This is an optimization exercise on Yosys and OpenROAD, whose aim is small area and a short achievable clock period, not a production implementation.
At most, simulation tests tie the RTL to the original design; equivalence was not proved.
Power figures rest on the tool's default switching activity, not on a simulated workload.

## v6
==> flow/design.v <==
module fpa_add #(parameter W = 25)
                (input [W-1:0] a,
                 input [W-1:0] b,
                 input cin,
                 output [W-1:0] s,
                 output cout);
    localparam L = $clog2(W);
    wire [W-1:0] g [0:L];
    wire [W-1:0] p [0:L];
    wire [W-1:0] p0 = a ^ b;
    assign g[0] = (a & b) | {{(W-1){1'b0}}, p0[0] & cin};
    assign p[0] = p0;
    genvar l, i;
    generate
        for (l = 0; l < L; l = l + 1) begin : lv
            for (i = 0; i < W; i = i + 1) begin : bt
                if ((i >> l) & 1) begin : cmb
                    localparam J = ((i >> l) << l) - 1;
                    assign g[l+1][i] = g[l][i] | (p[l][i] & g[l][J]);
                    assign p[l+1][i] = p[l][i] & p[l][J];
                end else begin : pas
                    assign g[l+1][i] = g[l][i];
                    assign p[l+1][i] = p[l][i];
                end
            end
        end
    endgenerate
    assign s = p0 ^ {g[L][W-2:0], cin};
    assign cout = g[L][W-1];
endmodule
module FPU_Addition #(parameter BITS=32)
                        (input [BITS-1:0]A,
                         input [BITS-1:0]B,
                         input clk,
                         output [BITS-1:0] result);
    wire [7:0] eA = A[30:23];
    wire [7:0] eB = B[30:23];
    wire [7:0] dAB, dBA;
    wire       cAB, cBA;
    fpa_add #(8) u_dab (.a(eA), .b(~eB), .cin(1'b1), .s(dAB), .cout(cAB));
    fpa_add #(8) u_dba (.a(eB), .b(~eA), .cin(1'b1), .s(dBA), .cout(cBA));
    wire comp = cAB;                              
    wire [7:0] d = comp ? dAB : dBA;
    wire [23:0] mL = comp ? {1'b1, A[22:0]} : {1'b1, B[22:0]};
    wire [23:0] mS = comp ? {1'b1, B[22:0]} : {1'b1, A[22:0]};
    wire [7:0]  eL = comp ? eA : eB;
    wire        sL = comp ? A[31] : B[31];
    wire        sub = A[31] ^ B[31];
    wire [23:0] s0 = d[0] ? {1'b0,  mS[23:1]} : mS;
    wire [23:0] s1 = d[1] ? {2'b0,  s0[23:2]} : s0;
    wire [23:0] s2 = d[2] ? {4'b0,  s1[23:4]} : s1;
    wire [23:0] s3 = d[3] ? {8'b0,  s2[23:8]} : s2;
    wire [23:0] s4 = d[4] ? {16'b0, s3[23:16]} : s3;
    wire [23:0] mSa = (|d[7:5]) ? 24'd0 : s4;
    wire [24:0] T;
    wire        tc;
    fpa_add #(25) u_add (.a({1'b0, mL}), .b({1'b0, mSa} ^ {25{sub}}), .cin(sub),
                         .s(T), .cout(tc));
    reg [24:0] T_r;
    reg [7:0]  eL_r;
    reg        sL_r;
    always @(posedge clk) begin
        T_r  <= T;
        eL_r <= eL;
        sL_r <= sL;
    end
    wire        z4 = ~|T_r[24:9];
    wire [24:0] n4 = z4 ? {T_r[8:0], 16'd0} : T_r;
    wire        z3 = ~|n4[24:17];
    wire [24:0] n3 = z3 ? {n4[16:0], 8'd0} : n4;
    wire        z2 = ~|n3[24:21];
    wire [24:0] n2 = z2 ? {n3[20:0], 4'd0} : n3;
    wire        z1 = ~|n2[24:23];
    wire [24:0] n1 = z1 ? {n2[22:0], 2'd0} : n2;
    wire        z0 = ~n1[24];
    wire [23:0] n0 = z0 ? n1[22:0] : n1[23:1];
    wire        tz = z4 & ~|T_r[8:0];
    wire [4:0]  lz = {z4, z3, z2 & ~tz, z1 & ~tz, z0};
    wire [6:0]  lo = {2'b0, eL_r[4:0]} + 7'd1 - {2'b0, lz};
    wire [2:0]  hi = lo[6] ? eL_r[7:5] - 3'd1 : eL_r[7:5] + {2'd0, lo[5]};
    wire [7:0]  expo = {hi, lo[4:0]};
    assign result = {sL_r, expo, n0[22:0]};
endmodule
export LEC_CHECK = 0
export CAP_MARGIN = 20
export CORE_MARGIN = 2
export CORE_UTILIZATION = 40
export SLEW_MARGIN = 20
create_clock -name core_clock -period 30.0 [get_ports {clk}]
standard.sh (not shown) runs the stock make flow with config.mk's settings and CLKGATE_MAP_FILE= SYNTH_SCRIPT=/design/flow/synth_recipe.tcl, a recipe that flattens the netlist after the stock synthesis.
==> flow/flow/run.sh <==
#!/bin/bash
# Standard synthesis and layout with two changes: the port buffers are the
# small sky130_fd_sc_hd__buf_1 instead of the delay buffer buffer_ports picks
# by default, and the timing repair steps aim for extra setup slack (the
# margin in flow/margin.txt) so that they size and buffer the critical paths.
set -euo pipefail
MARGIN=$(cat flow/margin.txt)
bash standard.sh finish SETUP_SLACK_MARGIN=$MARGIN \
    "BUFFER_PORTS_ARGS=-buffer_cell sky130_fd_sc_hd__buf_1" > standard.log 2>&1
==> flow/flow/margin.txt <==
0
No stage failed in v6, and the final checks on the layout all came back clean.
For v7, these inputs were changed with respect to v6:
diff --git a/flow/design.v b/flow/design.v
--- a/flow/design.v
+++ b/flow/design.v
@@ -1,11 +1,10 @@
-module fpa_add #(parameter W = 25)
+module fpa_add #(parameter W = 25, parameter L = 5)
                 (input [W-1:0] a,
                  input [W-1:0] b,
                  input cin,
                  output [W-1:0] s,
                  output cout);
-    localparam L = $clog2(W);
     wire [W-1:0] g [0:L];
     wire [W-1:0] p [0:L];
     wire [W-1:0] p0 = a ^ b;
     assign g[0] = (a & b) | {{(W-1){1'b0}}, p0[0] & cin};
@@ -36,10 +35,10 @@
     wire [7:0] eA = A[30:23];
     wire [7:0] eB = B[30:23];
     wire [7:0] dAB, dBA;
     wire       cAB, cBA;
-    fpa_add #(8) u_dab (.a(eA), .b(~eB), .cin(1'b1), .s(dAB), .cout(cAB));
-    fpa_add #(8) u_dba (.a(eB), .b(~eA), .cin(1'b1), .s(dBA), .cout(cBA));
+    fpa_add #(8, 3) u_dab (.a(eA), .b(~eB), .cin(1'b1), .s(dAB), .cout(cAB));
+    fpa_add #(8, 3) u_dba (.a(eB), .b(~eA), .cin(1'b1), .s(dBA), .cout(cBA));
     wire comp = cAB;                              
     wire [7:0] d = comp ? dAB : dBA;
     wire [23:0] mL = comp ? {1'b1, A[22:0]} : {1'b1, B[22:0]};
     wire [23:0] mS = comp ? {1'b1, B[22:0]} : {1'b1, A[22:0]};
@@ -53,9 +52,9 @@
     wire [23:0] s4 = d[4] ? {16'b0, s3[23:16]} : s3;
     wire [23:0] mSa = (|d[7:5]) ? 24'd0 : s4;
     wire [24:0] T;
     wire        tc;
-    fpa_add #(25) u_add (.a({1'b0, mL}), .b({1'b0, mSa} ^ {25{sub}}), .cin(sub),
+    fpa_add #(25, 5) u_add (.a({1'b0, mL}), .b({1'b0, mSa} ^ {25{sub}}), .cin(sub),
                          .s(T), .cout(tc));
     reg [24:0] T_r;
     reg [7:0]  eL_r;
     reg        sL_r;
v7 completed end to end with timing, DRC and antenna clean.
Re met2 track utilization from global routing: no difference whatsoever between v7 and v6.
Total routed wirelength: v6 vs v7 identical
Comparing v6 against v7, there is no change at all in final core utilization.
Changes observed in v7 relative to v6: maximum frequency from static timing analysis level; distinct cell type count of the synthesized netlist level; final global-route overflow total level.
Diff v7..v6 | standby leakage power | unchanged
Between v7 and v6, the part of the total power dissipated in combinational logic figures differ only marginally.
Only the layout flow was run in v6; the RTL was not checked for function there.

[re-timing with driven ports]
No port has a modelled driver above. Below, the same layouts with a new extraction and two added sets of constraints. Step 1 sets driving cells, clkbuf_16 on the clock port and buf_2 on the other inputs (assumed; they add their load-dependent delay and slew). Step 2 also shifts input and output timing later by t, the mid clock arrival at the registers, as if the neighbouring blocks saw the same clock. a / b / c = ideal ports / drivers / drivers and shift; a / b = the first two.
run	t (ns)	setup slack, ns	hold WS [ns]	clock arrival spread, ns	cell pins on the clock port's net
v6	0.302	17.453 / 17.460 / 17.158	6.002 / 5.989 / 6.291	0.004 / 0.004	1
v7	0.302	17.453 / 17.460 / 17.158	6.002 / 5.989 / 6.291	0.004 / 0.004	1
After both steps setup and hold are still met in every run listed.
